Background: an optimization exercise with open tools, aiming at small area, a short achievable clock period and few clock cycles. Do not read the settings as production practice. Only simulation tests tie the RTL to the original design; equivalence was not proved. Power figures rest on the tool's default switching activity, not on a simulated workload.

File: flow/config.mk
export PLATFORM = sky130hd
export DESIGN_NAME = mips_cpu
export DESIGN_NICKNAME = mips_cpu
export VERILOG_FILES = /design/flow/design.v
export SDC_FILE = /design/flow/constraint.sdc
export NUM_CORES = 4
export LEC_CHECK = 0
export CAP_MARGIN = 20
export CORE_MARGIN = 2
export CORE_UTILIZATION = 40
export SLEW_MARGIN = 20
File: flow/constraint.sdc
create_clock -name core_clock -period 11.0 [get_ports {clk}]
set_input_delay 2.2000 -clock core_clock [delete_from_list [all_inputs] [get_ports {clk}]]
set_output_delay 2.2000 -clock core_clock [all_outputs]
set_load 0.01 [all_outputs]
File: flow/design.v
localparam
	EXE_B_RT   = 0,
	EXE_B_IMM  = 1,
	EXE_B_LINK = 2;
localparam
	EXE_A_RS   = 0,
	EXE_A_PC  = 1;
localparam
	PC_NEXT = 0,
	PC_BRANCH = 2,
	PC_JUMP = 1,
	PC_JR = 3,
	PC_NOT_BRANCH = 4;
localparam
	EXE_ALU_ADD    = 0,
	EXE_ALU_SUB    = 1,
	EXE_ALU_SLT    = 2,
	EXE_ALU_LUI    = 3,
	EXE_ALU_AND    = 4,
	EXE_ALU_OR     = 5,
	EXE_ALU_XOR    = 6,
	EXE_ALU_NOR    = 7,
	EXE_ALU_SLL    = 8,
	EXE_ALU_SRL    = 9,   
	EXE_ALU_ROTR   = 10,
	EXE_ALU_SRA    = 11,
	EXE_ALU_SLLV   = 12,
	EXE_ALU_SRLV   = 13,   
	EXE_ALU_ROTRV  = 14,
	EXE_ALU_SRAV   = 15,
	EXE_ALU_SLTU   = 16,
	EXE_ALU_ADDU 	= 17,
	EXE_ALU_SUBU	= 18;
localparam
	WB_ADDR_RD    = 0,
	WB_ADDR_RT    = 1,
	WB_ADDR_LINK  = 2;
localparam
	WB_DATA_ALU   = 0,
	WB_DATA_MEM   = 1,
	WB_DATA_LINK  = 2,
	WB_DATA_REGA  = 3;
localparam
	PC_RESET  = 32'h0000_0000;
localparam   
	INST_R          = 6'b000000,   
	R_FUNC_SLL      = 6'b000000,
	R_FUNC_SRL      = 6'b000010,   
	R_FUNC_SRA      = 6'b000011,
	R_FUNC_SLLV     = 6'b000100,
	R_FUNC_SRLV     = 6'b000110,   
	R_FUNC_SRAV     = 6'b000111,
	R_FUNC_JR       = 6'b001000,
	R_FUNC_JALR     = 6'b001001,
	R_FUNC_MOVZ     = 6'b001010,
	R_FUNC_MOVN     = 6'b001011,
	R_FUNC_SYSCALL  = 6'b001100,
	R_FUNC_ADD      = 6'b100000,
	R_FUNC_ADDU     = 6'b100001,
	R_FUNC_SUB      = 6'b100010,
	R_FUNC_SUBU     = 6'b100011,
	R_FUNC_AND      = 6'b100100,
	R_FUNC_OR       = 6'b100101,
	R_FUNC_XOR      = 6'b100110,
	R_FUNC_NOR      = 6'b100111,
	R_FUNC_SLT      = 6'b101010,
	R_FUNC_SLTU     = 6'b101011,
	R_FUNC_TGE      = 6'b110000,
	R_FUNC_TGEU     = 6'b110001,
	R_FUNC_TLT      = 6'b110010,
	R_FUNC_TLTU     = 6'b110011,
	R_FUNC_TEQ      = 6'b110100,
	R_FUNC_TNE      = 6'b110110,
	INST_I          = 6'b000001,   
	I_FUNC_BLTZ     = 5'b00000,
	I_FUNC_BGEZ     = 5'b00001,
	I_FUNC_TGEI     = 5'b01000,
	I_FUNC_TGEIU    = 5'b01001,
	I_FUNC_TLTI     = 5'b01010,
	I_FUNC_TLTIU    = 5'b01011,
	I_FUNC_TEQI     = 5'b01100,
	I_FUNC_TNEI     = 5'b01110,
	I_FUNC_BLTZAL   = 5'b10000,
	I_FUNC_BGEZAL   = 5'b10001,
	INST_J          = 6'b000010,
	INST_JAL        = 6'b000011,
	INST_BEQ        = 6'b000100,
	INST_BNE        = 6'b000101,
	INST_BLEZ       = 6'b000110,
	INST_BGTZ       = 6'b000111,
	INST_ADDI       = 6'b001000,
	INST_ADDIU      = 6'b001001,
	INST_SLTI       = 6'b001010,
	INST_SLTIU      = 6'b001011,
	INST_ANDI       = 6'b001100,
	INST_ORI        = 6'b001101,
	INST_XORI       = 6'b001110,
	INST_LUI        = 6'b001111,
	INST_CP0        = 6'b010000,   
	CP_FUNC_MF     = 4'b0000,
	CP_FUNC_MT     = 4'b0100,
	CP0_CO_ERET     = 6'b011000,
	INST_LB         = 6'b100000,
	INST_LH         = 6'b100001,
	INST_LW         = 6'b100011,
	INST_LBU        = 6'b100100,
	INST_LHU        = 6'b100101,
	INST_SB         = 6'b101000,
	INST_SH         = 6'b101001,
	INST_SW         = 6'b101011;
localparam
	GPR_ZERO = 0,
	GPR_AT = 1,
	GPR_V0 = 2,
	GPR_V1 = 3,
	GPR_A0 = 4,
	GPR_A1 = 5,
	GPR_A2 = 6,
	GPR_A3 = 7,
	GPR_T0 = 8,
	GPR_T1 = 9,
	GPR_T2 = 10,
	GPR_T3 = 11,
	GPR_T4 = 12,
	GPR_T5 = 13,
	GPR_T6 = 14,
	GPR_T7 = 15,
	GPR_S0 = 16,
	GPR_S1 = 17,
	GPR_S2 = 18,
	GPR_S3 = 19,
	GPR_S4 = 20,
	GPR_S5 = 21,
	GPR_S6 = 22,
	GPR_S7 = 23,
	GPR_T8 = 24,
	GPR_T9 = 25,
	GPR_K0 = 26,
	GPR_K1 = 27,
	GPR_GP = 28,
	GPR_SP = 29,
	GPR_FP = 30,
	GPR_RA = 31;
`timescale 1ns / 1ps
module alu (
input wire[31:0] a, b,
input wire[4:0]sa,
input wire[4:0] oper,
output reg [31:0]result
);
localparam
	EXE_B_RT   = 0,
	EXE_B_IMM  = 1,
	EXE_B_LINK = 2;
localparam
	EXE_A_RS   = 0,
	EXE_A_PC  = 1;
localparam
	PC_NEXT = 0,
	PC_BRANCH = 2,
	PC_JUMP = 1,
	PC_JR = 3,
	PC_NOT_BRANCH = 4;
localparam
	EXE_ALU_ADD    = 0,
	EXE_ALU_SUB    = 1,
	EXE_ALU_SLT    = 2,
	EXE_ALU_LUI    = 3,
	EXE_ALU_AND    = 4,
	EXE_ALU_OR     = 5,
	EXE_ALU_XOR    = 6,
	EXE_ALU_NOR    = 7,
	EXE_ALU_SLL    = 8,
	EXE_ALU_SRL    = 9,   
	EXE_ALU_ROTR   = 10,
	EXE_ALU_SRA    = 11,
	EXE_ALU_SLLV   = 12,
	EXE_ALU_SRLV   = 13,   
	EXE_ALU_ROTRV  = 14,
	EXE_ALU_SRAV   = 15,
	EXE_ALU_SLTU   = 16,
	EXE_ALU_ADDU 	= 17,
	EXE_ALU_SUBU	= 18;
localparam
	WB_ADDR_RD    = 0,
	WB_ADDR_RT    = 1,
	WB_ADDR_LINK  = 2;
localparam
	WB_DATA_ALU   = 0,
	WB_DATA_MEM   = 1,
	WB_DATA_LINK  = 2,
	WB_DATA_REGA  = 3;
localparam
	PC_RESET  = 32'h0000_0000;
localparam   
	INST_R          = 6'b000000,   
	R_FUNC_SLL      = 6'b000000,
	R_FUNC_SRL      = 6'b000010,   
	R_FUNC_SRA      = 6'b000011,
	R_FUNC_SLLV     = 6'b000100,
	R_FUNC_SRLV     = 6'b000110,   
	R_FUNC_SRAV     = 6'b000111,
	R_FUNC_JR       = 6'b001000,
	R_FUNC_JALR     = 6'b001001,
	R_FUNC_MOVZ     = 6'b001010,
	R_FUNC_MOVN     = 6'b001011,
	R_FUNC_SYSCALL  = 6'b001100,
	R_FUNC_ADD      = 6'b100000,
	R_FUNC_ADDU     = 6'b100001,
	R_FUNC_SUB      = 6'b100010,
	R_FUNC_SUBU     = 6'b100011,
	R_FUNC_AND      = 6'b100100,
	R_FUNC_OR       = 6'b100101,
	R_FUNC_XOR      = 6'b100110,
	R_FUNC_NOR      = 6'b100111,
	R_FUNC_SLT      = 6'b101010,
	R_FUNC_SLTU     = 6'b101011,
	R_FUNC_TGE      = 6'b110000,
	R_FUNC_TGEU     = 6'b110001,
	R_FUNC_TLT      = 6'b110010,
	R_FUNC_TLTU     = 6'b110011,
	R_FUNC_TEQ      = 6'b110100,
	R_FUNC_TNE      = 6'b110110,
	INST_I          = 6'b000001,   
	I_FUNC_BLTZ     = 5'b00000,
	I_FUNC_BGEZ     = 5'b00001,
	I_FUNC_TGEI     = 5'b01000,
	I_FUNC_TGEIU    = 5'b01001,
	I_FUNC_TLTI     = 5'b01010,
	I_FUNC_TLTIU    = 5'b01011,
	I_FUNC_TEQI     = 5'b01100,
	I_FUNC_TNEI     = 5'b01110,
	I_FUNC_BLTZAL   = 5'b10000,
	I_FUNC_BGEZAL   = 5'b10001,
	INST_J          = 6'b000010,
	INST_JAL        = 6'b000011,
	INST_BEQ        = 6'b000100,
	INST_BNE        = 6'b000101,
	INST_BLEZ       = 6'b000110,
	INST_BGTZ       = 6'b000111,
	INST_ADDI       = 6'b001000,
	INST_ADDIU      = 6'b001001,
	INST_SLTI       = 6'b001010,
	INST_SLTIU      = 6'b001011,
	INST_ANDI       = 6'b001100,
	INST_ORI        = 6'b001101,
	INST_XORI       = 6'b001110,
	INST_LUI        = 6'b001111,
	INST_CP0        = 6'b010000,   
	CP_FUNC_MF     = 4'b0000,
	CP_FUNC_MT     = 4'b0100,
	CP0_CO_ERET     = 6'b011000,
	INST_LB         = 6'b100000,
	INST_LH         = 6'b100001,
	INST_LW         = 6'b100011,
	INST_LBU        = 6'b100100,
	INST_LHU        = 6'b100101,
	INST_SB         = 6'b101000,
	INST_SH         = 6'b101001,
	INST_SW         = 6'b101011;
localparam
	GPR_ZERO = 0,
	GPR_AT = 1,
	GPR_V0 = 2,
	GPR_V1 = 3,
	GPR_A0 = 4,
	GPR_A1 = 5,
	GPR_A2 = 6,
	GPR_A3 = 7,
	GPR_T0 = 8,
	GPR_T1 = 9,
	GPR_T2 = 10,
	GPR_T3 = 11,
	GPR_T4 = 12,
	GPR_T5 = 13,
	GPR_T6 = 14,
	GPR_T7 = 15,
	GPR_S0 = 16,
	GPR_S1 = 17,
	GPR_S2 = 18,
	GPR_S3 = 19,
	GPR_S4 = 20,
	GPR_S5 = 21,
	GPR_S6 = 22,
	GPR_S7 = 23,
	GPR_T8 = 24,
	GPR_T9 = 25,
	GPR_K0 = 26,
	GPR_K1 = 27,
	GPR_GP = 28,
	GPR_SP = 29,
	GPR_FP = 30,
	GPR_RA = 31;
	always @(*) begin
		result = 0;
		case (oper)
			EXE_ALU_ADD: begin
				result = a + b;
			end
			EXE_ALU_ADDU: begin
				result = a + b;
			end
			EXE_ALU_SUB: begin
				result = a - b;
			end
			EXE_ALU_SUBU: begin
				result = a - b;
			end
			EXE_ALU_AND: begin
				result = a & b;
			end
			EXE_ALU_OR: begin
				result = a | b;
			end
			EXE_ALU_XOR: begin
				result = a ^ b;
			end
			EXE_ALU_NOR: begin
				result = ~(a | b);
			end
			EXE_ALU_SLT: begin
				result = $signed(a) < $signed(b) ? 1 : 0;
			end
			EXE_ALU_SLTU: begin
				result = $unsigned(a) < $unsigned(b) ? 1 : 0;
			end
			EXE_ALU_SLL: begin
				result = $unsigned(b) << sa;				
			end
			EXE_ALU_SRL: begin
				result = $unsigned(b) >> sa;
			end
			EXE_ALU_SRA: begin
				result = $signed(b) >> sa;
			end
			EXE_ALU_SLLV: begin
				result = $unsigned(b) << a;
			end
			EXE_ALU_SRLV: begin
				result = $unsigned(b) >> a;
			end
			EXE_ALU_SRAV: begin
				result = $signed(b) >> a;
			end
			EXE_ALU_LUI: begin
				result = {b[15:0], 16'b0};
			end
		endcase
	end
endmodule
`timescale 1ns / 1ps
module regFile(
input wire clk,
input wire wreg,
input wire[4:0] n1,n2,
input wire[4:0] writeReg,
input wire[31:0] regData,
output wire[31:0] op1,op2
    );
reg[31:0] mem[31:1];
always @(posedge clk)
if(wreg & writeReg!=0) begin
   mem[writeReg] <= regData;
	end
assign op1 = (n1 == 0) ? 32'd0 : mem[n1];
assign op2 = (n2 == 0) ? 32'd0 : mem[n2];
endmodule
`timescale 1ns / 1ps
module pipeController (
	input wire clk,  
	input wire rst, 
	input wire [1:0] pc_src_id,
	input wire [1:0] pc_src_exe,
	input wire [31:0] instr,   
	input wire rs_rt_equal, 
	input wire is_load_exe, 
	input wire is_store_exe, 
	input wire [4:0] regw_addr_exe,  
	input wire wb_wen_exe,  
	input wire is_load_mem,  
	input wire is_store_mem,  
	input wire is_jump_exe,
	input wire is_branch_exe,
	input wire is_jump_mem,
	input wire is_branch_mem,
	input wire [4:0] addr_rt_mem,  
	input wire [4:0] regw_addr_mem,  
	input wire wb_wen_mem,  
	input wire [4:0] regw_addr_wb,  
	input wire wb_wen_wb,  
	output reg imm_ext,   
	output reg [1:0] exe_b_src,   
	output reg exe_a_src,
	output reg [4:0] exe_alu_oper,   
	output reg mem_ren,   
	output reg mem_wen,   
	output reg [1:0] wb_addr_src,   
	output reg wb_data_src,   
	output reg wb_wen,   
	output reg [1:0] pc_src,  
	output reg is_load,  
	output reg is_store,  
	output reg is_branch,
	output reg is_jump,
	output reg unrecognized,   
	output reg [2:0] fwd_a,
	output reg [2:0] fwd_b,
	output reg fwd_m,
	output reg if_rst, 
	output reg if_en,  
	input wire if_valid,  
	output reg id_rst,
	output reg id_en,
	input wire id_valid,
	output reg exe_rst,
	output reg exe_en,
	input wire exe_valid,
	output reg mem_rst,
	output reg mem_en,
	input wire mem_valid,
	output reg wb_rst,
	output reg wb_en,
	input wire wb_valid
	);
    reg reg_stall, control_stall;
    wire [4:0] addr_rs, addr_rt;
localparam
	EXE_B_RT   = 0,
	EXE_B_IMM  = 1,
	EXE_B_LINK = 2;
localparam
	EXE_A_RS   = 0,
	EXE_A_PC  = 1;
localparam
	PC_NEXT = 0,
	PC_BRANCH = 2,
	PC_JUMP = 1,
	PC_JR = 3,
	PC_NOT_BRANCH = 4;
localparam
	EXE_ALU_ADD    = 0,
	EXE_ALU_SUB    = 1,
	EXE_ALU_SLT    = 2,
	EXE_ALU_LUI    = 3,
	EXE_ALU_AND    = 4,
	EXE_ALU_OR     = 5,
	EXE_ALU_XOR    = 6,
	EXE_ALU_NOR    = 7,
	EXE_ALU_SLL    = 8,
	EXE_ALU_SRL    = 9,   
	EXE_ALU_ROTR   = 10,
	EXE_ALU_SRA    = 11,
	EXE_ALU_SLLV   = 12,
	EXE_ALU_SRLV   = 13,   
	EXE_ALU_ROTRV  = 14,
	EXE_ALU_SRAV   = 15,
	EXE_ALU_SLTU   = 16,
	EXE_ALU_ADDU 	= 17,
	EXE_ALU_SUBU	= 18;
localparam
	WB_ADDR_RD    = 0,
	WB_ADDR_RT    = 1,
	WB_ADDR_LINK  = 2;
localparam
	WB_DATA_ALU   = 0,
	WB_DATA_MEM   = 1,
	WB_DATA_LINK  = 2,
	WB_DATA_REGA  = 3;
localparam
	PC_RESET  = 32'h0000_0000;
localparam   
	INST_R          = 6'b000000,   
	R_FUNC_SLL      = 6'b000000,
	R_FUNC_SRL      = 6'b000010,   
	R_FUNC_SRA      = 6'b000011,
	R_FUNC_SLLV     = 6'b000100,
	R_FUNC_SRLV     = 6'b000110,   
	R_FUNC_SRAV     = 6'b000111,
	R_FUNC_JR       = 6'b001000,
	R_FUNC_JALR     = 6'b001001,
	R_FUNC_MOVZ     = 6'b001010,
	R_FUNC_MOVN     = 6'b001011,
	R_FUNC_SYSCALL  = 6'b001100,
	R_FUNC_ADD      = 6'b100000,
	R_FUNC_ADDU     = 6'b100001,
	R_FUNC_SUB      = 6'b100010,
	R_FUNC_SUBU     = 6'b100011,
	R_FUNC_AND      = 6'b100100,
	R_FUNC_OR       = 6'b100101,
	R_FUNC_XOR      = 6'b100110,
	R_FUNC_NOR      = 6'b100111,
	R_FUNC_SLT      = 6'b101010,
	R_FUNC_SLTU     = 6'b101011,
	R_FUNC_TGE      = 6'b110000,
	R_FUNC_TGEU     = 6'b110001,
	R_FUNC_TLT      = 6'b110010,
	R_FUNC_TLTU     = 6'b110011,
	R_FUNC_TEQ      = 6'b110100,
	R_FUNC_TNE      = 6'b110110,
	INST_I          = 6'b000001,   
	I_FUNC_BLTZ     = 5'b00000,
	I_FUNC_BGEZ     = 5'b00001,
	I_FUNC_TGEI     = 5'b01000,
	I_FUNC_TGEIU    = 5'b01001,
	I_FUNC_TLTI     = 5'b01010,
	I_FUNC_TLTIU    = 5'b01011,
	I_FUNC_TEQI     = 5'b01100,
	I_FUNC_TNEI     = 5'b01110,
	I_FUNC_BLTZAL   = 5'b10000,
	I_FUNC_BGEZAL   = 5'b10001,
	INST_J          = 6'b000010,
	INST_JAL        = 6'b000011,
	INST_BEQ        = 6'b000100,
	INST_BNE        = 6'b000101,
	INST_BLEZ       = 6'b000110,
	INST_BGTZ       = 6'b000111,
	INST_ADDI       = 6'b001000,
	INST_ADDIU      = 6'b001001,
	INST_SLTI       = 6'b001010,
	INST_SLTIU      = 6'b001011,
	INST_ANDI       = 6'b001100,
	INST_ORI        = 6'b001101,
	INST_XORI       = 6'b001110,
	INST_LUI        = 6'b001111,
	INST_CP0        = 6'b010000,   
	CP_FUNC_MF     = 4'b0000,
	CP_FUNC_MT     = 4'b0100,
	CP0_CO_ERET     = 6'b011000,
	INST_LB         = 6'b100000,
	INST_LH         = 6'b100001,
	INST_LW         = 6'b100011,
	INST_LBU        = 6'b100100,
	INST_LHU        = 6'b100101,
	INST_SB         = 6'b101000,
	INST_SH         = 6'b101001,
	INST_SW         = 6'b101011;
localparam
	GPR_ZERO = 0,
	GPR_AT = 1,
	GPR_V0 = 2,
	GPR_V1 = 3,
	GPR_A0 = 4,
	GPR_A1 = 5,
	GPR_A2 = 6,
	GPR_A3 = 7,
	GPR_T0 = 8,
	GPR_T1 = 9,
	GPR_T2 = 10,
	GPR_T3 = 11,
	GPR_T4 = 12,
	GPR_T5 = 13,
	GPR_T6 = 14,
	GPR_T7 = 15,
	GPR_S0 = 16,
	GPR_S1 = 17,
	GPR_S2 = 18,
	GPR_S3 = 19,
	GPR_S4 = 20,
	GPR_S5 = 21,
	GPR_S6 = 22,
	GPR_S7 = 23,
	GPR_T8 = 24,
	GPR_T9 = 25,
	GPR_K0 = 26,
	GPR_K1 = 27,
	GPR_GP = 28,
	GPR_SP = 29,
	GPR_FP = 30,
	GPR_RA = 31;
	reg rs_used,rt_used;
	always @(*) begin
		imm_ext = 0;
		exe_b_src = EXE_B_RT;
		exe_a_src = EXE_A_RS;
		exe_alu_oper = EXE_ALU_ADD;
		mem_ren = 0;
		mem_wen = 0;
		wb_addr_src = WB_ADDR_RD;
		wb_data_src = WB_DATA_ALU;
		wb_wen = 0;
		pc_src = 2'b00;
		rs_used = 0;
		rt_used = 0;
        is_load = 0;
        is_store = 0;
        is_branch = 0;
        is_jump = 0;
		unrecognized = 0;
		case (instr[31:26])
			INST_R: begin
				case (instr[5:0])
					R_FUNC_ADD: begin
						exe_alu_oper = EXE_ALU_ADD;
						wb_addr_src = WB_ADDR_RD;
						wb_data_src = WB_DATA_ALU;
						wb_wen = 1;
						rs_used = 1;
						rt_used = 1;
					end
					R_FUNC_ADDU: begin
						exe_alu_oper = EXE_ALU_ADDU;
						wb_addr_src = WB_ADDR_RD;
						wb_data_src = WB_DATA_ALU;
						wb_wen = 1;
						rs_used = 1;
						rt_used = 1;
					end
					R_FUNC_SUB: begin
						exe_alu_oper = EXE_ALU_SUB;
						wb_addr_src = WB_ADDR_RD;
						wb_data_src = WB_DATA_ALU;
						wb_wen = 1;
						rs_used = 1;
						rt_used = 1;
					end
					R_FUNC_SUBU: begin
						exe_alu_oper = EXE_ALU_SUBU;
						wb_addr_src = WB_ADDR_RD;
						wb_data_src = WB_DATA_ALU;
						wb_wen = 1;
						rs_used = 1;
						rt_used = 1;
					end
					R_FUNC_AND: begin
						exe_alu_oper = EXE_ALU_AND;
						wb_addr_src = WB_ADDR_RD;
						wb_data_src = WB_DATA_ALU;
						wb_wen = 1;
						rs_used = 1;
						rt_used = 1;
					end
					R_FUNC_OR: begin
						exe_alu_oper = EXE_ALU_OR;
						wb_addr_src = WB_ADDR_RD;
						wb_data_src = WB_DATA_ALU;
						wb_wen = 1;
						rs_used = 1;
						rt_used = 1;
					end
					R_FUNC_XOR: begin
						exe_alu_oper = EXE_ALU_XOR;
						wb_addr_src = WB_ADDR_RD;
						wb_data_src = WB_DATA_ALU;
						wb_wen = 1;
						rs_used = 1;
						rt_used = 1;
					end
					R_FUNC_NOR: begin
						exe_alu_oper = EXE_ALU_NOR;
						wb_addr_src = WB_ADDR_RD;
						wb_data_src = WB_DATA_ALU;
						wb_wen = 1;
						rs_used = 1;
						rt_used = 1;
					end
					R_FUNC_SLT: begin
						exe_alu_oper = EXE_ALU_SLT;
						wb_addr_src = WB_ADDR_RD;
						wb_data_src = WB_DATA_ALU;
						wb_wen = 1;
						rs_used = 1;
						rt_used = 1;
					end
					R_FUNC_SLTU: begin
						exe_alu_oper = EXE_ALU_SLTU;
						wb_addr_src = WB_ADDR_RD;
						wb_data_src = WB_DATA_ALU;
						wb_wen = 1;
						rs_used = 1;
						rt_used = 1;
					end
					R_FUNC_SLL: begin
						exe_alu_oper = EXE_ALU_SLL;
						wb_addr_src = WB_ADDR_RD;
						wb_data_src = WB_DATA_ALU;
						wb_wen = 1;
						rt_used = 1;
					end
					R_FUNC_SRL: begin
						exe_alu_oper = EXE_ALU_SRL;
						wb_addr_src = WB_ADDR_RD;
						wb_data_src = WB_DATA_ALU;
						wb_wen = 1;
						rt_used = 1;
					end
					R_FUNC_SRA: begin
						exe_alu_oper = EXE_ALU_SRA;
						wb_addr_src = WB_ADDR_RD;
						wb_data_src = WB_DATA_ALU;
						wb_wen = 1;
						rt_used = 1;
					end
					R_FUNC_SLLV: begin
						exe_alu_oper = EXE_ALU_SLLV;
						wb_addr_src = WB_ADDR_RD;
						wb_data_src = WB_DATA_ALU;
						wb_wen = 1;
						rs_used = 1;
						rt_used = 1;
					end
					R_FUNC_SRLV: begin
						exe_alu_oper = EXE_ALU_SRLV;
						wb_addr_src = WB_ADDR_RD;
						wb_data_src = WB_DATA_ALU;
						wb_wen = 1;
						rs_used = 1;
						rt_used = 1;
					end
					R_FUNC_SRAV: begin
						exe_alu_oper = EXE_ALU_SRAV;
						wb_addr_src = WB_ADDR_RD;
						wb_data_src = WB_DATA_ALU;
						wb_wen = 1;
						rs_used = 1;
						rt_used = 1;
					end
					R_FUNC_JR: begin
						rs_used = 1;
						pc_src = PC_JR;
						is_jump = 1;
					end
					default: begin
						unrecognized = 1;
					end
				endcase
			end
			INST_ADDI:begin
				imm_ext = 1;
				rs_used = 1;
				exe_b_src = EXE_B_IMM;
				exe_alu_oper = EXE_ALU_ADD;
				wb_addr_src = WB_ADDR_RT;
				wb_data_src = WB_DATA_ALU;
				wb_wen = 1;
			end
			INST_ADDIU:begin
				exe_alu_oper = EXE_ALU_ADDU;
				exe_b_src = EXE_B_IMM;
				imm_ext = 1;
				rs_used = 1;
				wb_addr_src = WB_ADDR_RT;
				wb_data_src = WB_DATA_ALU;
				wb_wen = 1;
			end
			INST_ANDI:begin
				exe_alu_oper = EXE_ALU_AND;
				exe_b_src = EXE_B_IMM;
				rs_used = 1;
				wb_addr_src = WB_ADDR_RT;
				wb_data_src = WB_DATA_ALU;
				wb_wen = 1;
			end
			INST_ORI:begin
				exe_alu_oper = EXE_ALU_OR;
				exe_b_src = EXE_B_IMM;
				rs_used = 1;
				wb_addr_src = WB_ADDR_RT;
				wb_data_src = WB_DATA_ALU;
				wb_wen = 1;
			end
			INST_XORI:begin
				exe_alu_oper = EXE_ALU_XOR;
				exe_b_src = EXE_B_IMM;
				rs_used = 1;
				wb_addr_src = WB_ADDR_RT;
				wb_data_src = WB_DATA_ALU;
				wb_wen = 1;
			end
			INST_LUI:begin
				exe_alu_oper = EXE_ALU_LUI;
				exe_b_src = EXE_B_IMM;
				wb_addr_src = WB_ADDR_RT;
				wb_data_src = WB_DATA_ALU;
				wb_wen = 1;
			end
			INST_SLTI:begin
				exe_alu_oper = EXE_ALU_SLT;
				exe_b_src = EXE_B_IMM;
				imm_ext = 1;
				wb_addr_src = WB_ADDR_RT;
				wb_data_src = WB_DATA_ALU;
				wb_wen = 1;
				rs_used = 1;
			end
			INST_SLTIU:begin
				exe_alu_oper = EXE_ALU_SLT;
				exe_b_src = EXE_B_IMM;
				wb_addr_src = WB_ADDR_RT;
				wb_data_src = WB_DATA_ALU;
				wb_wen = 1;
				rs_used = 1;
			end
			INST_BEQ: begin
				if (rs_rt_equal) begin
					pc_src = PC_BRANCH;
				end
				else begin
					pc_src = PC_NOT_BRANCH;
				end
				exe_b_src = EXE_B_IMM;
				imm_ext = 1;
				rs_used = 1;
				rt_used = 1;
				is_branch = 1;
			end
			INST_BNE: begin
				if (!rs_rt_equal) begin
					pc_src = PC_BRANCH;
				end
				else begin
					pc_src = PC_NOT_BRANCH;
				end
				exe_b_src = EXE_B_IMM;
				imm_ext = 1;
				rs_used = 1;
				rt_used = 1;
				is_branch = 1;
			end
			INST_J: begin
				pc_src = PC_JUMP;
				is_jump = 1;
			end
			INST_JAL: begin
				pc_src = PC_JUMP;
				wb_addr_src = WB_ADDR_LINK;
				wb_data_src = WB_DATA_ALU;
				exe_b_src = EXE_B_LINK;
				exe_a_src = EXE_A_PC;
				wb_wen = 1;
				is_jump = 1;
			end
			INST_LW: begin
				imm_ext = 1;
				exe_b_src = EXE_B_IMM;
				exe_alu_oper = EXE_ALU_ADD;
				mem_ren = 1;
				wb_addr_src = WB_ADDR_RT;
				wb_data_src = WB_DATA_MEM;
				wb_wen = 1;
				rs_used = 1;
				is_load = 1;
			end
			INST_SW: begin
				imm_ext = 1;
				exe_b_src = EXE_B_IMM;
				exe_alu_oper = EXE_ALU_ADD;
				mem_wen = 1;
				rs_used = 1;
				rt_used = 1;
				is_store = 1;
			end
			default: begin
				unrecognized = 1;
			end
		endcase
	end
	assign
        addr_rs = instr[25:21],
        addr_rt = instr[20:16];
	always @(*) begin
		reg_stall = 0;
		control_stall = 0;
		fwd_a = 0;
		fwd_b = 0;
		fwd_m = 0;
		if (rs_used && addr_rs!=0) begin
			if (regw_addr_exe == addr_rs && wb_wen_exe) begin
                if (is_load_exe) begin  
					reg_stall = 1;
                end 
				else begin
					fwd_a = 1;  
				end
			end
			else if (regw_addr_mem == addr_rs && wb_wen_mem) begin
                if (is_load_mem) begin
					fwd_a =3;
                end
				else begin
					fwd_a =2;			
				end
			end
            else if (regw_addr_wb == addr_rs && wb_wen_wb) begin
                fwd_a = 4;
            end
		end
		if (rt_used && addr_rt!=0) begin
			if (regw_addr_exe == addr_rt && wb_wen_exe) begin
                if (is_load_exe) begin
					reg_stall = 1;
                end
				else begin
					fwd_b = 1;
				end
			end
			else if (regw_addr_mem == addr_rt && wb_wen_mem) begin
				if (is_load_mem)
					fwd_b =3;
				else begin
					fwd_b =2;			
				end
			end
            else if (regw_addr_wb == addr_rt && wb_wen_wb) begin
                fwd_b = 4;
            end
		end
		if (is_branch_exe | is_jump_exe ) begin
			control_stall = 1;
		end
	end
	always @(*) begin
		if_rst = 0;
		if_en = 1;
		id_rst = 0;
		id_en = 1;
		exe_rst = 0;
		exe_en = 1;
		mem_rst = 0;
		mem_en = 1;
		wb_rst = 0;
		wb_en = 1;
		if (rst) begin
			if_rst = 1;
			id_rst = 1;
			exe_rst = 1;
			mem_rst = 1;
			wb_rst = 1;
		end
		else if (reg_stall) begin
			if_en = 0;
			id_en = 0;
			exe_rst = 1;
		end
		else if (control_stall) begin
			if_en = 0;
			id_en = 0;
			exe_rst = 1;
			if( pc_src_id == PC_BRANCH )begin
				id_rst = 1;
			end
		end
	end
endmodule
`timescale 1ns / 1ps
module stages(
	input wire clk,
	output reg [31:0] instr_data_ctrl,   
    output reg rs_rt_equal,
    output reg is_load_exe,
    output reg is_store_exe,
    output reg [4:0] regw_addr_exe,
    output reg wb_wen_exe,
    output reg is_load_mem,
    output reg is_store_mem,
    output reg is_jump_exe,
	output reg is_branch_exe,
	output reg is_jump_mem,
	output reg is_branch_mem,
    output reg [4:0] addr_rt_mem,
    output reg [4:0] regw_addr_mem,
    output reg wb_wen_mem,
    output reg [4:0] regw_addr_wb,
    output reg wb_wen_wb,
    input wire [1:0] pc_src_ctrl,
    output reg [1:0] pc_src_id,
    output reg [1:0] pc_src_exe,
	input wire imm_ext_ctrl,   
	input wire exe_a_src_ctrl,
	input wire [1:0] exe_b_src_ctrl,   
	input wire [4:0] exe_alu_oper_ctrl,   
	input wire mem_ren_ctrl,   
	input wire mem_wen_ctrl,   
	input wire [1:0] wb_addr_src_ctrl,   
	input wire wb_data_src_ctrl,   
	input wire wb_wen_ctrl,   
	input wire [2:0] fwd_a_ctrl,
	input wire [2:0] fwd_b_ctrl,
	input wire fwd_m_ctrl,
	input wire is_load_ctrl,
	input wire is_store_ctrl,
	input wire is_branch_ctrl,
	input wire is_jump_ctrl,
	input wire if_rst,   
	input wire if_en,   
	output reg if_valid,   
	output reg instr_ren,   
	output reg [31:0] instr_addr,   
	input wire [31:0] instr_data,   
	input wire id_rst,
	input wire id_en,
	output reg id_valid,
	input wire exe_rst,
	input wire exe_en,
	output reg exe_valid,
	output reg [31:0] instr_data_exe,
	input wire mem_rst,
	input wire mem_en,
	output reg mem_valid,
	output wire mem_ren,   
	output wire mem_wen,   
	output wire [31:0] mem_addr,   
	output wire [31:0] mem_dout,   
	input wire [31:0] mem_din,   
	output reg [31:0] instr_data_mem,
	input wire wb_rst,
	input wire wb_en,
	output reg [31:0] instr_data_wb,
	output reg wb_valid
    );
	reg [4:0] exe_alu_oper_exe;
	reg mem_ren_exe, mem_ren_mem;
	reg mem_wen_exe, mem_wen_mem;
	reg wb_data_src_exe, wb_data_src_mem;
	wire [31:0] instr_addr_next;
	reg [31:0] instr_addr_id;
	reg [31:0] instr_addr_next_id;
	reg [4:0] regw_addr_id;
	wire [4:0] addr_rs, addr_rt;
	wire [31:0] data_rs, data_rt, data_imm;
	reg AFromEXLW,BFromEXLW;	
	reg [31:0] instr_addr_exe;
	reg [31:0] instr_addr_next_exe;
	reg [31:0] data_rt_exe;
	wire [31:0] alu_a_exe, alu_b_exe;
	wire [31:0] alu_out_exe;
    reg [31:0] data_rs_fwd, data_rt_fwd;
    reg [4:0] addr_rs_exe, addr_rt_exe;
    reg [31:0] data_rs_exe, data_imm_exe;
    reg [1:0]exe_b_src_exe;
	reg exe_a_src_exe;
	reg [31:0] instr_addr_mem;
	reg [31:0] data_rt_mem;
	reg [31:0] alu_out_mem;
	reg [31:0] regw_data_mem;
	reg [31:0] regw_data_wb;
    reg [4:0] regw_addr_final;
    reg [31:0] regw_data_final;
    reg wb_wen_final;
localparam
	EXE_B_RT   = 0,
	EXE_B_IMM  = 1,
	EXE_B_LINK = 2;
localparam
	EXE_A_RS   = 0,
	EXE_A_PC  = 1;
localparam
	PC_NEXT = 0,
	PC_BRANCH = 2,
	PC_JUMP = 1,
	PC_JR = 3,
	PC_NOT_BRANCH = 4;
localparam
	EXE_ALU_ADD    = 0,
	EXE_ALU_SUB    = 1,
	EXE_ALU_SLT    = 2,
	EXE_ALU_LUI    = 3,
	EXE_ALU_AND    = 4,
	EXE_ALU_OR     = 5,
	EXE_ALU_XOR    = 6,
	EXE_ALU_NOR    = 7,
	EXE_ALU_SLL    = 8,
	EXE_ALU_SRL    = 9,   
	EXE_ALU_ROTR   = 10,
	EXE_ALU_SRA    = 11,
	EXE_ALU_SLLV   = 12,
	EXE_ALU_SRLV   = 13,   
	EXE_ALU_ROTRV  = 14,
	EXE_ALU_SRAV   = 15,
	EXE_ALU_SLTU   = 16,
	EXE_ALU_ADDU 	= 17,
	EXE_ALU_SUBU	= 18;
localparam
	WB_ADDR_RD    = 0,
	WB_ADDR_RT    = 1,
	WB_ADDR_LINK  = 2;
localparam
	WB_DATA_ALU   = 0,
	WB_DATA_MEM   = 1,
	WB_DATA_LINK  = 2,
	WB_DATA_REGA  = 3;
localparam
	PC_RESET  = 32'h0000_0000;
localparam   
	INST_R          = 6'b000000,   
	R_FUNC_SLL      = 6'b000000,
	R_FUNC_SRL      = 6'b000010,   
	R_FUNC_SRA      = 6'b000011,
	R_FUNC_SLLV     = 6'b000100,
	R_FUNC_SRLV     = 6'b000110,   
	R_FUNC_SRAV     = 6'b000111,
	R_FUNC_JR       = 6'b001000,
	R_FUNC_JALR     = 6'b001001,
	R_FUNC_MOVZ     = 6'b001010,
	R_FUNC_MOVN     = 6'b001011,
	R_FUNC_SYSCALL  = 6'b001100,
	R_FUNC_ADD      = 6'b100000,
	R_FUNC_ADDU     = 6'b100001,
	R_FUNC_SUB      = 6'b100010,
	R_FUNC_SUBU     = 6'b100011,
	R_FUNC_AND      = 6'b100100,
	R_FUNC_OR       = 6'b100101,
	R_FUNC_XOR      = 6'b100110,
	R_FUNC_NOR      = 6'b100111,
	R_FUNC_SLT      = 6'b101010,
	R_FUNC_SLTU     = 6'b101011,
	R_FUNC_TGE      = 6'b110000,
	R_FUNC_TGEU     = 6'b110001,
	R_FUNC_TLT      = 6'b110010,
	R_FUNC_TLTU     = 6'b110011,
	R_FUNC_TEQ      = 6'b110100,
	R_FUNC_TNE      = 6'b110110,
	INST_I          = 6'b000001,   
	I_FUNC_BLTZ     = 5'b00000,
	I_FUNC_BGEZ     = 5'b00001,
	I_FUNC_TGEI     = 5'b01000,
	I_FUNC_TGEIU    = 5'b01001,
	I_FUNC_TLTI     = 5'b01010,
	I_FUNC_TLTIU    = 5'b01011,
	I_FUNC_TEQI     = 5'b01100,
	I_FUNC_TNEI     = 5'b01110,
	I_FUNC_BLTZAL   = 5'b10000,
	I_FUNC_BGEZAL   = 5'b10001,
	INST_J          = 6'b000010,
	INST_JAL        = 6'b000011,
	INST_BEQ        = 6'b000100,
	INST_BNE        = 6'b000101,
	INST_BLEZ       = 6'b000110,
	INST_BGTZ       = 6'b000111,
	INST_ADDI       = 6'b001000,
	INST_ADDIU      = 6'b001001,
	INST_SLTI       = 6'b001010,
	INST_SLTIU      = 6'b001011,
	INST_ANDI       = 6'b001100,
	INST_ORI        = 6'b001101,
	INST_XORI       = 6'b001110,
	INST_LUI        = 6'b001111,
	INST_CP0        = 6'b010000,   
	CP_FUNC_MF     = 4'b0000,
	CP_FUNC_MT     = 4'b0100,
	CP0_CO_ERET     = 6'b011000,
	INST_LB         = 6'b100000,
	INST_LH         = 6'b100001,
	INST_LW         = 6'b100011,
	INST_LBU        = 6'b100100,
	INST_LHU        = 6'b100101,
	INST_SB         = 6'b101000,
	INST_SH         = 6'b101001,
	INST_SW         = 6'b101011;
localparam
	GPR_ZERO = 0,
	GPR_AT = 1,
	GPR_V0 = 2,
	GPR_V1 = 3,
	GPR_A0 = 4,
	GPR_A1 = 5,
	GPR_A2 = 6,
	GPR_A3 = 7,
	GPR_T0 = 8,
	GPR_T1 = 9,
	GPR_T2 = 10,
	GPR_T3 = 11,
	GPR_T4 = 12,
	GPR_T5 = 13,
	GPR_T6 = 14,
	GPR_T7 = 15,
	GPR_S0 = 16,
	GPR_S1 = 17,
	GPR_S2 = 18,
	GPR_S3 = 19,
	GPR_S4 = 20,
	GPR_S5 = 21,
	GPR_S6 = 22,
	GPR_S7 = 23,
	GPR_T8 = 24,
	GPR_T9 = 25,
	GPR_K0 = 26,
	GPR_K1 = 27,
	GPR_GP = 28,
	GPR_SP = 29,
	GPR_FP = 30,
	GPR_RA = 31;
	assign
		instr_addr_next = instr_addr + 1;
	always @(posedge clk) begin
		if (if_rst) begin
			if_valid <= 0;
			instr_ren <= 0;
			instr_addr <= 0;
		end
		else if (if_en) begin
			if_valid <= 1;
			instr_ren <= 1;
			case (pc_src_ctrl)
				PC_NEXT: instr_addr <= instr_addr_next;
				PC_JUMP: instr_addr <= instr_addr_id[31:26] + instr_data_ctrl[25:0];
				PC_BRANCH: instr_addr <= instr_addr_next_id + data_imm[31:0];
				PC_JR:instr_addr <= data_rs_fwd;
			endcase
		end
	end
	always @(posedge clk) begin
		if (id_rst) begin
			id_valid <= 0;
			instr_addr_id <= 0;
			instr_data_ctrl <= 0;
			instr_addr_next_id <= 0;
			pc_src_id <= 0;
		end
		else if (id_en) begin
			id_valid <= if_valid;
			instr_addr_id <= instr_addr;
			instr_data_ctrl <= instr_data;
			instr_addr_next_id <= instr_addr_next;
			pc_src_id <= pc_src_ctrl;
		end
	end
   assign
        addr_rs = instr_data_ctrl[25:21],
        addr_rt = instr_data_ctrl[20:16],
        data_imm = imm_ext_ctrl ? (instr_data_ctrl[15] == 1 ? {16'hffff, instr_data_ctrl[15:0]} : {16'h0, instr_data_ctrl[15:0]}) : {16'h0, instr_data_ctrl[15:0]};
	always @(*) begin
		regw_addr_id = instr_data_ctrl[15:11];
		case (wb_addr_src_ctrl)
			WB_ADDR_RD: regw_addr_id = instr_data_ctrl[15:11];
			WB_ADDR_RT: regw_addr_id = instr_data_ctrl[20:16];
			WB_ADDR_LINK: regw_addr_id = 5'd31;
		endcase
	end
	regFile REGFILE (
		.clk(clk),
		.n1(addr_rs),
		.op1(data_rs),
		.n2(addr_rt),
		.op2(data_rt),
		.wreg(wb_wen_wb),
		.writeReg(regw_addr_wb),
		.regData(regw_data_wb)
		);
	always @(*) begin 
		data_rs_fwd = data_rs;
		data_rt_fwd = data_rt;
		case (fwd_a_ctrl)
            0: data_rs_fwd = data_rs;
            1: data_rs_fwd = alu_out_exe;
            2: data_rs_fwd = alu_out_mem;
            3: data_rs_fwd = mem_din;
            4: data_rs_fwd = regw_data_wb;
		endcase
        case (fwd_b_ctrl)
            0: data_rt_fwd = data_rt;
            1: data_rt_fwd = alu_out_exe;
            2: data_rt_fwd = alu_out_mem;
            3: data_rt_fwd = mem_din;
            4: data_rt_fwd = regw_data_wb;
        endcase
        rs_rt_equal = (data_rs_fwd == data_rt_fwd);
	end
	always @(posedge clk) begin
		if (exe_rst) begin
			exe_valid <= 0;
			instr_addr_exe <= 0;
			instr_data_exe <= 0;
			regw_addr_exe <= 0;
			exe_a_src_exe <= 0;
			exe_b_src_exe <= 0;
			addr_rs_exe <= 0;
			addr_rt_exe <= 0;
			data_rs_exe <= 0;
			data_rt_exe <= 0;
			data_imm_exe <= 0;
			exe_alu_oper_exe <= 0;
			mem_ren_exe <= 0;
			mem_wen_exe <= 0;
			wb_data_src_exe <= 0;
			wb_wen_exe <= 0;
			is_load_exe <= 0;
			is_store_exe <= 0;
			is_jump_exe <= 0;
			is_branch_exe <= 0;
			instr_addr_next_exe <= 0;
			pc_src_exe <= 0;
		end
		else if (exe_en) begin
			exe_valid <= id_valid;
			instr_addr_exe <= instr_addr_id;
			instr_addr_next_exe <= instr_addr_next_id;
			instr_data_exe <= instr_data_ctrl;
			regw_addr_exe <= regw_addr_id;
			exe_a_src_exe <= exe_a_src_ctrl;
			exe_b_src_exe <= exe_b_src_ctrl;
			addr_rs_exe <= addr_rs;
			addr_rt_exe <= addr_rt;
			data_rs_exe <= data_rs_fwd;
			data_rt_exe <= data_rt_fwd;
			data_imm_exe <= data_imm;
			exe_alu_oper_exe <= exe_alu_oper_ctrl;
			mem_ren_exe <= mem_ren_ctrl;
			mem_wen_exe <= mem_wen_ctrl;
			wb_data_src_exe <= wb_data_src_ctrl;
			wb_wen_exe <= wb_wen_ctrl;
			is_load_exe <= is_load_ctrl;
			is_store_exe <= is_store_ctrl;
			is_jump_exe <= is_jump_ctrl;
			is_branch_exe <= is_branch_ctrl;
			pc_src_exe <= pc_src_id;
		end
	end
	assign alu_a_exe = exe_a_src_exe ? instr_addr_next_exe:data_rs_exe;
    assign alu_b_exe = exe_b_src_exe[1] ? 1 :(exe_b_src_exe[0] ? data_imm_exe : data_rt_exe);
	alu ALU (
		.sa(instr_data_exe[10:6]),
		.a(alu_a_exe),
		.b(alu_b_exe),
		.oper(exe_alu_oper_exe),
		.result(alu_out_exe)
		);
	always @(posedge clk) begin
		if (mem_rst) begin
			mem_valid <= 0;
			instr_addr_mem <= 0;
			instr_data_mem <= 0;
			regw_addr_mem <= 0;
			data_rt_mem <= 0;
			alu_out_mem <= 0;
			mem_ren_mem <= 0;
			mem_wen_mem <= 0;
			wb_data_src_mem <= 0;
			wb_wen_mem <= 0;
            is_load_mem <= 0;
            is_store_mem <= 0;
            is_jump_mem <= 0;
			is_branch_mem <= 0;
		end
		else if (mem_en) begin
			mem_valid <= exe_valid;
			instr_addr_mem <= instr_addr_exe;
			instr_data_mem <= instr_data_exe;
			regw_addr_mem <= regw_addr_exe;
			data_rt_mem <= data_rt_exe;
			alu_out_mem <= alu_out_exe;
			mem_ren_mem <= mem_ren_exe;
			mem_wen_mem <= mem_wen_exe;
			wb_data_src_mem <= wb_data_src_exe;
			wb_wen_mem <= wb_wen_exe;
            is_load_mem <= is_load_exe;
            is_store_mem <= is_store_exe;
            is_jump_mem <= is_jump_exe;
			is_branch_mem <= is_branch_exe;
		end
	end
	always @(*) begin
		regw_data_mem = alu_out_mem;
		case (wb_data_src_mem)
			WB_DATA_ALU: regw_data_mem = alu_out_mem;
			WB_DATA_MEM: regw_data_mem = mem_din;
		endcase
	end
	assign
		mem_ren = mem_ren_mem,
		mem_wen = mem_wen_mem,
		mem_addr = alu_out_mem,
		mem_dout = fwd_m_ctrl ? regw_data_wb : data_rt_mem; 
    always @(posedge clk) begin
        if (wb_rst) begin
            wb_valid <= 0;
            wb_wen_wb <= 0;
            regw_addr_wb <= 0;
            regw_data_wb <= 0;
            instr_data_wb <= 0;
        end
        else if (wb_en) begin
            wb_valid <= mem_valid;
            wb_wen_wb <= wb_wen_mem;
            regw_addr_wb <= regw_addr_mem;
            regw_data_wb <= regw_data_mem;
            instr_data_wb <= instr_data_mem;
        end
    end
endmodule
`timescale 1ns / 1ps
module mips_cpu (
	input  wire        clk,
	input  wire        rst,
	output wire [31:0] imem_addr,
	input  wire [31:0] imem_data,
	output wire        dmem_ren,
	output wire        dmem_wen,
	output wire [31:0] dmem_addr,
	output wire [31:0] dmem_wdata,
	input  wire [31:0] dmem_rdata
);
	wire instr_ren;
	wire [31:0] instr_data_ctrl, instr_data_exe, instr_data_mem, instr_data_wb;
	wire imm_ext_ctrl;
	wire [1:0] exe_b_src_ctrl;
	wire exe_a_src_ctrl;
	wire [4:0] exe_alu_oper_ctrl;
	wire mem_ren_ctrl;
	wire mem_wen_ctrl;
	wire [1:0] wb_addr_src_ctrl;
	wire wb_data_src_ctrl;
	wire wb_wen_ctrl;
	wire [1:0] pc_src_ctrl;
	wire if_rst, if_en, if_valid;
	wire id_rst, id_en, id_valid;
	wire exe_rst, exe_en, exe_valid;
	wire mem_rst, mem_en, mem_valid;
	wire wb_rst, wb_en, wb_valid;
	wire [2:0] fwd_a, fwd_b;
	wire fwd_m;
	wire is_load_ctrl, is_load_exe, is_load_mem;
	wire is_store_ctrl, is_store_exe, is_store_mem;
	wire rs_rt_equal;
	wire wb_wen_exe, wb_wen_mem, wb_wen_wb;
	wire [4:0] addr_rt_mem, regw_addr_exe, regw_addr_mem, regw_addr_wb;
	wire [1:0] pc_src_exe, pc_src_id;
	wire is_branch_exe, is_jump_exe, is_branch_ctrl, is_jump_ctrl, is_branch_mem, is_jump_mem;
	stages STAGES (
		.clk(clk),
		.instr_data_ctrl(instr_data_ctrl),
		.rs_rt_equal(rs_rt_equal),
		.is_load_exe(is_load_exe),
		.is_store_exe(is_store_exe),
		.regw_addr_exe(regw_addr_exe),
		.wb_wen_exe(wb_wen_exe),
		.is_load_mem(is_load_mem),
		.is_store_mem(is_store_mem),
		.is_jump_exe(is_jump_exe),
		.is_branch_exe(is_branch_exe),
		.is_jump_mem(is_jump_mem),
		.is_branch_mem(is_branch_mem),
		.addr_rt_mem(addr_rt_mem),
		.regw_addr_mem(regw_addr_mem),
		.wb_wen_mem(wb_wen_mem),
		.regw_addr_wb(regw_addr_wb),
		.wb_wen_wb(wb_wen_wb),
		.pc_src_ctrl(pc_src_ctrl),
		.imm_ext_ctrl(imm_ext_ctrl),
		.exe_a_src_ctrl(exe_a_src_ctrl),
		.exe_b_src_ctrl(exe_b_src_ctrl),
		.exe_alu_oper_ctrl(exe_alu_oper_ctrl),
		.mem_ren_ctrl(mem_ren_ctrl),
		.mem_wen_ctrl(mem_wen_ctrl),
		.wb_addr_src_ctrl(wb_addr_src_ctrl),
		.wb_data_src_ctrl(wb_data_src_ctrl),
		.wb_wen_ctrl(wb_wen_ctrl),
		.fwd_a_ctrl(fwd_a),
		.fwd_b_ctrl(fwd_b),
		.fwd_m_ctrl(fwd_m),
		.is_load_ctrl(is_load_ctrl),
		.is_store_ctrl(is_store_ctrl),
		.is_branch_ctrl(is_branch_ctrl),
		.is_jump_ctrl(is_jump_ctrl),
		.if_rst(if_rst),
		.if_en(if_en),
		.if_valid(if_valid),
		.instr_ren(instr_ren),
		.instr_addr(imem_addr),
		.instr_data(imem_data),
		.id_rst(id_rst),
		.id_en(id_en),
		.id_valid(id_valid),
		.pc_src_id(pc_src_id),
		.exe_rst(exe_rst),
		.exe_en(exe_en),
		.exe_valid(exe_valid),
		.instr_data_exe(instr_data_exe),
		.pc_src_exe(pc_src_exe),
		.mem_rst(mem_rst),
		.mem_en(mem_en),
		.mem_valid(mem_valid),
		.mem_ren(dmem_ren),
		.mem_wen(dmem_wen),
		.mem_addr(dmem_addr),
		.mem_dout(dmem_wdata),
		.mem_din(dmem_rdata),
		.instr_data_mem(instr_data_mem),
		.wb_rst(wb_rst),
		.wb_en(wb_en),
		.wb_valid(wb_valid),
		.instr_data_wb(instr_data_wb)
	);
	pipeController CONTROLLER (
		.clk(clk),
		.rst(rst),
		.pc_src_exe(pc_src_exe),
		.pc_src_id(pc_src_id),
		.instr(instr_data_ctrl),
		.rs_rt_equal(rs_rt_equal),
		.is_load_exe(is_load_exe),
		.is_store_exe(is_store_exe),
		.is_jump_exe(is_jump_exe),
		.is_branch_exe(is_branch_exe),
		.is_jump_mem(is_jump_mem),
		.is_branch_mem(is_branch_mem),
		.regw_addr_exe(regw_addr_exe),
		.wb_wen_exe(wb_wen_exe),
		.is_load_mem(is_load_mem),
		.is_store_mem(is_store_mem),
		.addr_rt_mem(addr_rt_mem),
		.regw_addr_mem(regw_addr_mem),
		.wb_wen_mem(wb_wen_mem),
		.regw_addr_wb(regw_addr_wb),
		.wb_wen_wb(wb_wen_wb),
		.imm_ext(imm_ext_ctrl),
		.exe_b_src(exe_b_src_ctrl),
		.exe_a_src(exe_a_src_ctrl),
		.exe_alu_oper(exe_alu_oper_ctrl),
		.mem_ren(mem_ren_ctrl),
		.mem_wen(mem_wen_ctrl),
		.wb_addr_src(wb_addr_src_ctrl),
		.wb_data_src(wb_data_src_ctrl),
		.wb_wen(wb_wen_ctrl),
		.pc_src(pc_src_ctrl),
		.unrecognized(),
		.is_load(is_load_ctrl),
		.is_store(is_store_ctrl),
		.is_branch(is_branch_ctrl),
		.is_jump(is_jump_ctrl),
		.fwd_a(fwd_a),
		.fwd_b(fwd_b),
		.fwd_m(fwd_m),
		.if_rst(if_rst),
		.if_en(if_en),
		.if_valid(if_valid),
		.id_rst(id_rst),
		.id_en(id_en),
		.id_valid(id_valid),
		.exe_rst(exe_rst),
		.exe_en(exe_en),
		.exe_valid(exe_valid),
		.mem_rst(mem_rst),
		.mem_en(mem_en),
		.mem_valid(mem_valid),
		.wb_rst(wb_rst),
		.wb_en(wb_en),
		.wb_valid(wb_valid)
	);
endmodule
File: flow/run.sh
#!/bin/bash
# synth_recipe.tcl (not shown) runs the flow's synth.tcl, then flattens the netlist and writes it again
# the make line also repeats each setting of config.mk as NAME=value (left out here)
make -C /OpenROAD-flow-scripts/flow DESIGN_CONFIG=/design/flow/config.mk WORK_HOME=/design/flow/orfs CLKGATE_MAP_FILE= SYNTH_SCRIPT=/design/flow/synth_recipe.tcl finish
==> summary.txt <==
-- final cells by class --
class                   instances  area [um2]
fillers                     17314      105000
multi-input cells            4410       38200
flip-flops and latches       1355       37100
clock buffers                 195        4150
repair buffers                386        3420
well taps                    2526        3160
clock inverters                73         728
inverters                     160         601
diodes                         13        32.5
-- through the flow --
stage | worst slack [ns] | util | total power (W)
after floorplan | 4.77 | - | 0.00771
after global placement | 1.72 | 0.428 | 0.00920
after detailed placement | 1.85 | 0.428 | 0.00918
after CTS | 1.80 | 0.453 | 0.0142
after global routing | 1.34 | 0.454 | 0.0146
final | 1.35 | 0.454 | 0.0143
-- routing by layer --
metal  GRT usage  up-vias  share of wire
met3      0.0761     1144          0.086
met5           0        -        0.00038
met2       0.572     3968           0.46
met1       0.434    32168           0.36
li1            -    25540              -
met4       0.272       20          0.092
-- power groups by stage --
stage | sequential (W) | clock [W] | combinational (W)
2_1_floorplan | 0.00591 | 0 | 0.00179
3_3_place_gp | 0.00611 | 0 | 0.00309
3_5_place_dp | 0.00612 | 0 | 0.00307
4_1_cts | 0.00601 | 0.00510 | 0.00309
5_1_grt | 0.00603 | 0.00530 | 0.00328
6_report | 0.00602 | 0.00506 | 0.00321
-- state kept, by name (all words and copies together), names as in the netlist, 5 cells and up, named ones only --
name	count
STAGES.REGFILE.mem	992
STAGES.alu_out_mem	32
STAGES.data_rs_exe	32
STAGES.data_rt_exe	32
STAGES.data_rt_mem	32
STAGES.instr_addr	32
STAGES.instr_addr_next_exe	32
STAGES.instr_addr_next_id	32
STAGES.instr_data_ctrl	32
STAGES.regw_data_wb	32
STAGES.data_imm_exe	17
STAGES.instr_addr_id	6
STAGES.exe_alu_oper_exe	5
STAGES.regw_addr_exe	5
STAGES.regw_addr_mem	5
STAGES.regw_addr_wb	5
-- how the worst max path moves through the flow --
stage | from | end | slack (ns)
floorplan | STAGES.exe_b_src_exe[0] | STAGES.instr_addr[17] | 4.77
global placement | STAGES.exe_alu_oper_exe[4] | STAGES.instr_addr[23] | 1.72
detailed placement | STAGES.exe_alu_oper_exe[4] | STAGES.instr_addr[5] | 1.85
CTS | STAGES.exe_alu_oper_exe[2] | STAGES.instr_addr[5] | 1.80
global route | STAGES.exe_alu_oper_exe[2] | STAGES.instr_addr[5] | 1.34
finish | STAGES.exe_alu_oper_exe[4] | STAGES.instr_addr[5] | 1.35
-- layout by cell type, fill, tap and decap left out, types with 140 or more instances in the layout --
cell type,Yosys,layout
nand3_1,176,176
clkbuf_16,0,155
mux4_2,575,575
nand2_1,351,350
o21ai_0,395,390
nor2_1,489,451
a21oi_1,350,348
inv_1,150,149
ha_1,140,140
mux2i_1,215,214
buf_4,30,215
dfxtp_1,363,323
edfxtp_1,992,992
clkdlybuf4s50_1,0,162
-- cells by family (layout without fill, tap and decap cells) --
kind of cell / after synthesis / after routing / share of synthesized area
DFF: 1355 / 1355 / 0.478
muxes: 826 / 826 / 0.201
AOI/OAI and AO/OA: 1687 / 1687 / 0.147
adders and majority gates: 144 / 144 / 0.0236
and+or+nand+nor: 1627 / 1627 / 0.102
other: 0 / 13 / 0
buffers and inverters: 639 / 814 / 0.0347
xor gates and xnor gates: 126 / 126 / 0.0142
==> reports/metrics.cfg <==
[status]
status=finished clean

[setup_path]
crit_chain=and3b_1, buf_4, a21o_1, nand2_1, o21ai_1, a211oi_1, a21oi_1, mux2_2, a2111oi_2, nor2_1, xnor2_1, nand4_1, or4_1, nor4_2, nand3_1, a21oi_4, nand2b_1, buf_4, mux2i_1, a221oi_1
r2r_cells=20
cp-end-kind=flop
start_kind=flop
crit_path_top_delay_cell=o21ai_1
reg2reg_slack_ns=1.35
cp.depth=20
crit_type=reg2reg
r2r_end=STAGES.instr_addr[5]
rr_startpoint=STAGES.exe_alu_oper_exe[4]
path_buf_inv=2
arrival_ns=10.30
required_ns=11.65
crit_top_cell=buf_4
crit_path_max_incr_delay_ns=1.04
cp_max_fo=18
path_delay_family=simple AND/OR/NAND/NOR gates

[route]
drc=0
dr.pass1.iters=10
routed-via-count=62840
routedWlPerCell_um=39.8
via_per_inst=6.89
final_antenna_net_count=0
drt-total-wl_um=363000
drtIter0Drc=9353

[placed_design]
dp.final_hpwl_um=252000
dpl_cell_area_um2=82400
routabilityCongestion=1.06
port_buffers=163
placedCellCount=8837

[global_route]
grt.overflow.total=0
antenna_found_initial=25
grt_max_degree=137
grt_first_pass_wirelength_um=497000
grt_pass1_vias=60735
grt_usage=0.361

[cts]
post_cts_buffers=0
cts_hold_buf=0
ctsResizeCount=0
clk_path_buf_depth=3
path_clk_slew_ns=0.07
cts_root_buf=clkbuf_16
cts_max_level=4
clock-sinks=1355
numCtsBuffers=149
cts_tree=done
worstSkewPairLatency_ns=0.85

[sta]
period_needed_ns=9.65
slew-limit-headroom=0.0960
setup_tns_ns=0
finalSetupViolations=0
fmax_ghz=0.104
slew_violations=0
fin_worst_skew_ns=0.0618
holdWs_ns=0.477
rsz0062_at_grt=false
finalHoldViolations=0
worst_pin_slew_ns=1.34
post-route-period-util=0.877

[synth]
yosysMostFrequentCell=edfxtp_1
synth_top_area_frac=0.384
yosys-top-cells-count=edfxtp_1 (992), mux4_2 (575), nor2_1 (489)
ys_top_cells_by_area=edfxtp_1 (38%), mux4_2 (17%), dfxtp_1 (9.4%)
synthCells=6404
ys_ff_latch=1355
synth_largest_area_cell=edfxtp_1
ys.warnings.count=4
synthFlopType=edfxtp_1
syn_nets=6614
synth_edf_count=992
yosysSeqAreaShare=0.478
yosys.cell_types.count=115
synthArstFlopShare=0
synth.avg_cell_area_um2=12.1
syn-cell-area_um2=77500

[power]
switching_share=0.329
p_leak_nw=29.1
clockPowerShare=0.354
internal-power_w=0.00959
p_sw_w=0.00469
comb_power_share=0.225
ir_worst_vdd_uv=130
power.density_nw_per_um2=163
seq_power_share=0.421

[finish]
fin_nets=6672
drive_gt1_frac=0.196
final_cell_count_no_fill=9118
fin_area_um2=87400
syn2layout_area_growth_pct=12.8

[die]
start_util=0.402
core_um2=193000
die_area_um2=197000
die_h_um=444
fp.dieW_um=444
pin_count=164
num_rows=161

[run]
drv_cap=0

[min_path]
holdPathEnd=STAGES.mem_wen_mem
hp-class=reg2reg
worst_hold_path.num_cells=1
hold_path.startpoint=STAGES.mem_wen_exe

Testbench counts, summed over its fixed seeds: cycles 31,374.

re-timing with driven ports:
The results above use ideal ports. As a check the final layout listed here was re-extracted and re-timed, cells and wires unchanged.
Step 1 assumes that a clkbuf_16 drives the clock port and a buf_2 every other input.
Step 2 adds t to the input delays and takes it off the output delays; t is the mean of the earliest and latest rising clock arrival at the registers after step 1. Input paths then give back, and output paths get back, about the clock's delay inside the block.
a / b / c = ideal ports / drivers / drivers and shift; a / b = the first two.
t (ns): 0.896
slack for setup (ns): 1.348 / 1.348 / 1.348
clock arrival spread, ns: 0.064 / 0.064
worst slew at a driven data input, ns: 0.15
After both steps setup and hold are still met in this run. For this run, drivers alone change the setup slack by 0.000 ns; drivers and shift together by 0.000 ns.
